From an optimization exercise on the open Yosys and OpenROAD flow, aimed at small area; shortcuts taken in it are not production practice.
The RTL was checked by simulation tests, not by an equivalence proof against the original design.
Power is estimated from default activity; no workload was simulated.

==> flow/design.v <==
module MulSq (
    input         sq,
    input  [31:0] a,
    input  [31:0] b,
    input  [31:0] x,
    input  [31:0] y,
    output [31:0] p
);
  wire [31:0] xu, yu, xl, yl;
  genvar r, c;
  generate
    for (r = 0; r < 32; r = r + 1) begin : g_op
      assign xu[r] = sq ? x[r] : a[r];
      assign yl[r] = sq ? y[r] : b[r];
      if (r == 0) begin : g_z
        assign yu[r] = b[r];
        assign xl[r] = a[r];
      end else begin : g_nz
        assign yu[r] = sq ? x[r-1] : b[r];
        assign xl[r] = sq ? y[r-1] : a[r];
      end
    end
  endgenerate
  wire [31:0] row[0:31];
  generate
    for (r = 0; r < 32; r = r + 1) begin : g_row
      for (c = 0; c < 32; c = c + 1) begin : g_bit
        if (c < r) begin : g_lo
          assign row[r][c] = 1'b0;
        end else if (c - r >= r + 2) begin : g_u
          assign row[r][c] = xu[r] & yu[c-r];
        end else if (r >= (c - r) + 2) begin : g_l
          assign row[r][c] = xl[r] & yl[c-r];
        end else if (c - r == r) begin : g_d
          assign row[r][c] = sq ? (x[r] ^ y[r]) : (a[r] & b[r]);
        end else if (c - r == r + 1) begin : g_e
          assign row[r][c] = sq ? (x[r] & y[r]) : (a[r] & b[r+1]);
        end else begin : g_f
          assign row[r][c] = ~sq & a[r] & b[r-1];
        end
      end
    end
  endgenerate
  assign p = row[0] + row[1] + row[2] + row[3] + row[4] + row[5] + row[6] + row[7]
           + row[8] + row[9] + row[10] + row[11] + row[12] + row[13] + row[14] + row[15]
           + row[16] + row[17] + row[18] + row[19] + row[20] + row[21] + row[22] + row[23]
           + row[24] + row[25] + row[26] + row[27] + row[28] + row[29] + row[30] + row[31];
endmodule
module riscv_kernel #(
    parameter AddressWidth_imem = 32'd6,
    parameter AddressWidth_dmem = 32'd5,
    parameter imem_size = 32'd40,
    parameter DataWidth = 32'd32
) (
    input ap_clk,
    input ap_rst,
    input ap_start,
    output ap_done,
    output ap_idle,
    output [AddressWidth_imem-1:0] imem_address0,
    output imem_ce0,
    input [DataWidth-1:0] imem_q0,
    output [AddressWidth_dmem-1:0] dmem_address0,
    output dmem_ce0,
    output dmem_we0,
    output [DataWidth-1:0] dmem_d0,
    output [63:0] dmem_vecd,
    input [DataWidth-1:0] dmem_q0,
    input [63:0] dmem_vecq,
    output dmem_vec_en
);
  wire clk = ap_clk;
  wire rst = ap_rst;
  reg        started;
  reg        idle_r;
  reg [31:0] pc;
  reg        vD;
  reg [31:2] instD;
  reg        vE;
  reg [31:2] instE;
  reg [31:0] pcE;
  reg [63:0] vecE;
  reg        wrM;        
  reg        loadM, storeM, vstoreM, vloadM;
  reg [ 2:0] f3M;
  reg [ 4:0] rdM;
  reg [31:0] aluM;
  reg [63:0] dataM;
  reg [31:0] rf[1:31];
  reg [31:0] vr[0:3];
  wire [4:0] opD  = instD[6:2];
  wire [4:0] rs1D = instD[19:15];
  wire [4:0] rs2D = instD[24:20];
  wire jalD = vD & (opD == 5'b11011);
  wire [31:0] immJ = {{12{instD[31]}}, instD[19:12], instD[20], instD[30:21], 1'b0};
  wire [31:0] pcD = pc - 32'd4;
  wire [1:0] vrs0D = rs2D[1:0];
  wire [1:0] vrs1D = rs2D[1:0] + 2'd1;
  wire [1:0] vwa0 = rdM[1:0];
  wire [1:0] vwa1 = rdM[1:0] + 2'd1;
  wire [4:0] opE  = instE[6:2];
  wire [2:0] f3E  = instE[14:12];
  wire [4:0] rdE  = instE[11:7];
  wire [4:0] rs1E = instE[19:15];
  wire [4:0] rs2E = instE[24:20];
  wire isLoadE   = opE == 5'b00000;
  wire isOpImmE  = opE == 5'b00100;
  wire isAuipcE  = opE == 5'b00101;
  wire isStoreE  = opE == 5'b01000;
  wire isOpE     = opE == 5'b01100;
  wire isLuiE    = opE == 5'b01101;
  wire isVecE    = opE == 5'b10000;
  wire isBranchE = opE == 5'b11000;
  wire isJalrE   = opE == 5'b11001;
  wire isJalE    = opE == 5'b11011;
  wire isVsqE    = isVecE & (f3E == 3'b001);
  wire isVloadE  = isVecE & (f3E == 3'b010);
  wire isVstoreE = isVecE & (f3E == 3'b100);
  wire isMulE    = isOpE & instE[25];
  wire writesE   = isLoadE | isOpImmE | isAuipcE | isOpE | isLuiE | isJalrE | isJalE | isVsqE;
  wire [31:0] immI = {{20{instE[31]}}, instE[31:20]};
  wire [31:0] immS = {{20{instE[31]}}, instE[31:25], instE[11:7]};
  wire [31:0] immB = {{20{instE[31]}}, instE[7], instE[30:25], instE[11:8], 1'b0};
  wire [31:0] immU = {instE[31:12], 12'b0};
  wire [31:0] immE = (isStoreE | isVstoreE) ? immS :
                     (isLuiE | isAuipcE)   ? immU : immI;
  wire loaduse = vE & isLoadE & ((rdE == rs1D) | (rdE == rs2D));
  wire hold    = ~started | loaduse;
  wire [32*32-1:0] rflat;
  assign rflat[31:0] = 32'b0;
  genvar gi;
  generate
    for (gi = 1; gi < 32; gi = gi + 1) begin : g_rflat
      assign rflat[gi*32 +: 32] = rf[gi];
    end
  endgenerate
  wire [31:0] rd1 = rflat[rs1E*32 +: 32];
  wire [31:0] rd2 = rflat[rs2E*32 +: 32];
  wire fwd1 = wrM & (rdM == rs1E);
  wire fwd2 = wrM & (rdM == rs2E);
  wire [31:0] opA = fwd1 ? aluM : rd1;
  wire [31:0] opB = fwd2 ? aluM : rd2;
  wire [31:0] op1 = isAuipcE ? pcE : isLuiE ? 32'b0 : opA;
  wire [31:0] op2 = (isOpE | isBranchE) ? opB : immE;
  wire isSltE = (isOpE | isOpImmE) & (f3E[2:1] == 2'b01);
  wire subE   = isBranchE | isSltE | (isOpE & instE[30] & (f3E == 3'b000));
  wire [32:0] sum = {1'b0, op1} + {1'b0, subE ? ~op2 : op2} + {32'b0, subE};
  wire eq  = op1 == op2;
  wire ltu = ~sum[32];
  wire lt  = (op1[31] ^ op2[31]) ? op1[31] : sum[31];
  reg takeE;
  always @(*) begin
    case (f3E)
      3'b000:  takeE = eq;
      3'b001:  takeE = ~eq;
      3'b100:  takeE = lt;
      3'b101:  takeE = ~lt;
      3'b110:  takeE = ltu;
      3'b111:  takeE = ~ltu;
      default: takeE = 1'b0;
    endcase
  end
  wire branchE = vE & isBranchE & takeE;
  wire jalrE   = vE & isJalrE;
  wire [31:0] pcAdd = pcE + (isBranchE ? immB : 32'd4);
  wire [4:0] sh = op2[4:0];
  wire sra = instE[30];
  wire [31:0] shl = op1 << sh;
  wire [31:0] shr = $signed({sra & op1[31], op1}) >>> sh;
  wire fwdV = vloadM & (rdM == rs2E);
  wire [31:0] lane0 = fwdV ? dmem_vecq[31:0]  : vecE[31:0];
  wire [31:0] lane1 = fwdV ? dmem_vecq[63:32] : vecE[63:32];
  wire [31:0] prod;
  MulSq u_mul (
      .sq(isVecE),
      .a (opA),
      .b (opB),
      .x (lane0),
      .y (lane1),
      .p (prod)
  );
  reg [31:0] resE;
  always @(*) begin
    if (isJalE | isJalrE) resE = pcAdd;
    else if (isVsqE | isMulE) resE = prod;
    else if (isOpE | isOpImmE) begin
      case (f3E)
        3'b001:  resE = shl;
        3'b010:  resE = {31'b0, lt};
        3'b011:  resE = {31'b0, ltu};
        3'b100:  resE = op1 ^ op2;
        3'b101:  resE = shr;
        3'b110:  resE = op1 | op2;
        3'b111:  resE = op1 & op2;
        default: resE = sum[31:0];
      endcase
    end else resE = sum[31:0];
  end
  wire [1:0] ba = aluM[1:0];
  wire [31:0] stData = f3M[1] ? dataM[31:0] : f3M[0] ? {16'b0, dataM[15:0]} : {24'b0, dataM[7:0]};
  assign dmem_d0 = stData << {ba, 3'b000};
  assign dmem_vecd = dataM;
  assign dmem_address0 = aluM[6:2];
  assign dmem_we0 = storeM | vstoreM;
  assign dmem_vec_en = vstoreM;
  assign dmem_ce0 = 1'b1;
  wire [31:0] qs = dmem_q0 >> {ba, 3'b000};
  reg  [31:0] ldData;
  always @(*) begin
    case (f3M[1:0])
      2'b00:   ldData = {{24{qs[7] & ~f3M[2]}}, qs[7:0]};
      2'b01:   ldData = ba[0] ? 32'b0 : {{16{qs[15] & ~f3M[2]}}, qs[15:0]};
      default: ldData = dmem_q0;
    endcase
  end
  wire [31:0] wbData = loadM ? ldData : aluM;
  always @(posedge clk) begin
    if (rst) started <= 1'b0;
    else if (ap_start) started <= 1'b1;
    if (rst) idle_r <= 1'b0;
    else if (pc[7:2] == imem_size - 1) idle_r <= 1'b1;
    if (rst) pc <= 32'b0;
    else if (!hold) begin
      if (branchE) pc <= pcAdd;
      else if (jalrE) pc <= sum[31:0];
      else if (jalD) pc <= pcD + immJ;
      else pc <= pc + 32'd4;
    end
    if (!hold) instD <= imem_q0[31:2];
    if (rst) vD <= 1'b0;
    else if (!hold) vD <= ~(branchE | jalrE | jalD);
    instE <= instD;
    pcE   <= pcD;
    vecE  <= {vr[vrs1D], vr[vrs0D]};
    vE    <= ~rst & vD & ~hold & ~branchE & ~jalrE;
    aluM    <= resE;
    dataM   <= {vecE[63:32], isVecE ? vecE[31:0] : opB};
    rdM     <= rdE;
    f3M     <= f3E;
    wrM     <= ~rst & vE & writesE & (rdE != 5'd0);
    loadM   <= vE & isLoadE;
    storeM  <= ~rst & vE & isStoreE;
    vstoreM <= ~rst & vE & isVstoreE;
    vloadM  <= ~rst & vE & isVloadE;
  end
  generate
    for (gi = 1; gi < 32; gi = gi + 1) begin : g_rf
      always @(posedge clk) begin
        if (rst) rf[gi] <= 32'b0;
        else if (wrM && rdM == gi) rf[gi] <= wbData;
      end
    end
    for (gi = 0; gi < 4; gi = gi + 1) begin : g_vr
      always @(posedge clk) begin
        if (rst) vr[gi] <= 32'b0;
        else if (vloadM && vwa0 == gi) vr[gi] <= dmem_vecq[31:0];
        else if (vloadM && vwa1 == gi) vr[gi] <= dmem_vecq[63:32];
      end
    end
  endgenerate
  assign imem_address0 = pc[7:2];
  assign imem_ce0 = 1'b1;
  assign ap_done = pc[7:2] == imem_size;
  assign ap_idle = idle_r;
endmodule
==> flow/run.sh <==
#!/bin/bash
# synth_recipe.tcl (not shown) runs the flow's synth.tcl, then flattens the netlist and writes it again
# the make line also repeats each setting of config.mk as NAME=value (left out here)
make -C /OpenROAD-flow-scripts/flow DESIGN_CONFIG=/design/flow/config.mk WORK_HOME=/design/flow/orfs CLKGATE_MAP_FILE= SYNTH_SCRIPT=/design/flow/synth_recipe.tcl finish
==> flow/config.mk <==
export PLATFORM = sky130hd
export DESIGN_NAME = riscv_kernel
export DESIGN_NICKNAME = riscv_kernel
export VERILOG_FILES = /design/flow/design.v
export SDC_FILE = /design/flow/constraint.sdc
export NUM_CORES = 4
export LEC_CHECK = 0
export CAP_MARGIN = 20
export CORE_MARGIN = 2
export CORE_UTILIZATION = 40
export SLEW_MARGIN = 20
==> flow/constraint.sdc <==
create_clock -name core_clock -period 15.0 [get_ports {ap_clk}]
set_input_delay 3.0000 -clock core_clock [delete_from_list [all_inputs] [get_ports {ap_clk}]]
set_output_delay 3.0000 -clock core_clock [all_outputs]
set_load 0.01 [all_outputs]
==> summary.md <==
| Metric | Value |
|---|---|
| First-pass GRT wire length | `580000 um` |
| Via count | `84400` |
| Core footprint | `0.241 mm2` |
| Reg2reg path depth | `31` |
| Num rows | `180` |
| Antenna Violating Nets Remaining | `0` |
| Synthesized area | `0.0969 mm2` |
| Post-layout net count | `11000` |
| RSZ-0062 raised after global routing | `false` |
| EDFF count, synth | `30` |
| Gr usage total | `32.1%` |
| Avg WL per Cell | `29.9 um` |
| Chip height | `496 um` |
| Deepest clock path buffer count | `3` |
| Setup TNS | `0 ns` |
| Crit-path slowest cell | `buf_4` |
| Fin crit share | `79.6%` |
| Num CTS Buffers | `162` |
| Leak | `39.7 nW` |
| Largest net degree at the start of global routing | `232` |
| Most used cell, CP | `xnor2_1` |
| Cells after Synth | `10500` |
| Layout cells sized above 1 | `14.6%` |
| Pwr dens | `89.9 mW/mm2` |
| Setup violators final | `0` |
| Fmax | `83.7 MHz` |
| Hold Path Class | `flop to flop` |
| Starting Density | `40.3%` |
| Maxcap violations | `0` |
| Yosys reg bits | `1421` |
| Final Max Slew Viols | `0` |
| DR pass1 iterations | `8` |
| Worst-margin pin slew | `1.29 ns` |
| R2R Path Start | `instE[20]` |
| # clock sinks | `1421` |
| H-tree levels | `4` |
| TritonCTS clock tree | `built` |
| Reg clk slew, reported paths | `0.06 ns` |
| Detail Placement HPWL | `288000 um` |
| Fin Clk Skew | `0.0797 ns` |
| Antenna violations before repair | `26` |
| Vias/cell | `6.26` |
| Worst EP required | `15.72 ns` |
| Worst hold stages | `0` |
| Postcts setup bufs | `0` |
| Rel. slew slack | `14.3%` |
| Slowest stage delay, CP | `0.81 ns` |
| CTS root buf | `clkbuf_16` |
| Worst R2R Setup Slack | `3.06 ns` |
| Post-route DRC | `0` |
| Worst R2R End | `aluM[31]` |
| Resized Gates After CTS | `0` |
| Hold buffer count at CTS | `0` |
| Seq/Total Area, Yosys | `29.7%` |
| Clk Latency, worst-skew pair | `0.86 ns` |
| Post-Syn Area per Cell | `9.27 um2` |
| PortBufs | `239` |
| Synth Flop Type | `dfxtp_1` |
| Vias in the first global route | `81400` |
| Async SR Flop Fraction | `0%` |
| Area Growth Syn to Fin | `11.0%` |
| Critical path peak fanout | `44` |
| I/O pins | `244` |
| Distinct cells, synth | `104` |
| Critical Path End | `aluM[31]` |
| Max VDD drop | `99.2 uV` |
| Die X | `496 um` |
| GP Congestion | `1.04` |
| Status | `finished clean` |
| Util after Layout | `44.7%` |
| Die area | `0.246 mm2` |
| Setup Crit Path Kind | `flop to flop` |
| CP arrival | `12.66 ns` |
| CP startpoint kind | `flop` |
| Initial DRC count | `9721` |
| Synth warn | `4` |
| WL final | `404000 um` |
| Critical path origin | `instE[20]` |
| Setup crit end kind | `flop` |
| Final Hold Viols | `0` |
| Congestion Overflow GR | `0` |
| Minimum clock period | `11.94 ns` |
==> placed cells by master, fill, tap and decap left out, types with 225 or more instances in the layout <==
master           count
nor2_1            1435
dfxtp_1           1382
nand2_1           1013
a211oi_1           821
mux4_2             631
a21oi_1            530
inv_1              525
fa_1               417
ha_1               292
buf_4              252
clkdlybuf4s50_1    238
o21ai_0            225
==> metal layers <==
layer / routed length, um / GRT usage, % / vias to the layer above
met5: 83 / 0 / -
met4: 28700 / 20.0 / 12
met3: 37400 / 6.67 / 1080
met2: 179000 / 49.0 / 4550
met1: 158000 / 41.7 / 42000
li1: - / - / 36800
==> state kept, by name, indices dropped and copies added, names as in the netlist <==
name / flops
pc: 32
storeM: 1
aluM: 32
vr: 128
wrM: 1
started: 1
idle_r: 1
vecE: 64
rf: 992
vD: 1
vloadM: 1
f3M: 3
pcE: 32
vE: 1
instE: 30
instD: 30
rdM: 5
loadM: 1
vstoreM: 1
dataM: 64
==> Yosys cell counts (all sizes together), types with 14 or more instances <==
cell type,instances,area [um2]
nor2b,61,382
nand4,15,93.8
nor3,96,480
mux2,97,1090
o22ai,46,288
clkbuf,700,2630
a21oi,550,2760
mux2i,198,1990
o31ai,14,105
nand2b,119,744
a221o,25,250
and2,66,418
a221oi,54,510
nor4,26,184
a22oi,60,460
buf,267,1640
o21a,40,302
and3,55,349
nand3,202,1010
ha,292,3650
or3,20,125
dfxtp,1391,27800
a31oi,38,244
edfxtp,30,901
xnor2,164,1450
xor2,100,876
fa,417,8350
nand2,1017,3820
mux4,631,14200
o21bai,19,143
inv,535,2010
o21ai,254,1290
a211oi,827,6210
o211ai,62,470
or2,91,569
nor2,1471,5530
a311oi,100,876
a21o,56,420
a22o,87,762
==> power breakdown <==
| group | internal (W) | switching, W | total, W |
|---|---|---|---|
| clock network | 0.00237 | 0.00177 | 0.00413 |
| registers | 0.00384 | 0.000119 | 0.00396 |
| logic | 0.000493 | 0.00110 | 0.00159 |
==> how the worst min path moves through the flow <==
stage	from	endpoint	slack (ns)
2_1_floorplan	vecE[63]	dataM[63]	0.31
3_3_place_gp	vecE[63]	dataM[63]	0.31
3_5_place_dp	vecE[63]	dataM[63]	0.32
4_1_cts	vecE[63]	dataM[63]	0.34
5_1_grt	vecE[63]	dataM[63]	0.35
6_report	vecE[63]	dataM[63]	0.33
==> stage by stage <==
stage | hold slack, ns | power [W] | instances | setup WS (ns) | cell area, um2
after CTS | 0.335 | 0.00966 | 13500 | 3.09 | 108000
after global placement | 0.312 | 0.00555 | 13200 | 2.68 | 102000
final | 0.333 | 0.00968 | 13500 | 3.06 | 108000
after floorplan | 0.310 | 0.00493 | 10500 | 4.83 | 97000
after detailed placement | 0.323 | 0.00557 | 13200 | 2.70 | 102000
after global routing | 0.348 | 0.00994 | 13500 | 2.55 | 108000
==> area by class of cell <==
class,instances,area [um2]
antenna,19,47.5
clock buffer,234,4680
clock inverter,63,867
fill,22800,133000
inverter,540,2030
multi-input combinational,7530,62700
sequential,1421,28800
tap,3185,3990
timing repair buffer,505,4530
==> logic make-up after synthesis <==
group	Yosys count	share of synthesized area, %
simple gates	3278	14.5
compound gates	2346	16.7
buf+inv	1507	6.50
flops	1421	29.7
mux	926	17.8
fa+ha+maj	709	12.4
xor+xnor	269	2.52
other cells	1	0.00387
==> critical path: cells and delay by family (launching register included) <==
kind / cells / cell delay, ns
and+or+nand+nor: 2 / 0.37
muxes: 3 / 1.72
buffers and inverters: 4 / 1.68
DFF: 1 / 0.77
xor gates and xnor gates: 11 / 2.46
adders and majority gates: 8 / 3.69
AOI/OAI and AO/OA: 3 / 1.03

separate check: timing with driven ports:
The flow's constraints put no driver on any port. The routed layout listed below was extracted and timed again, unchanged, in two steps.
Step 1: set_driving_cell puts a clkbuf_16 on ap_clk and a buf_2 on each other input, an assumption about the parent block.
Step 2 adds t to the input delays and takes it off the output delays; t is the mean of the earliest and latest rising clock arrival at the registers after step 1. Input paths then give back, and output paths get back, about the clock's delay inside the block.
Slacks: ideal ports / drivers / drivers and shift; pairs: ideal ports / drivers.
shift t [ns]: 0.912
slack for setup (ns): 3.060 / 3.060 / 2.471
worst setup path at the end: input to register
worst data-port slew with drivers (ns): 0.15
After both steps setup and hold are still met in this run. The setup slack of this run moves by 0.000 ns with the drivers and by -0.589 ns with both steps.
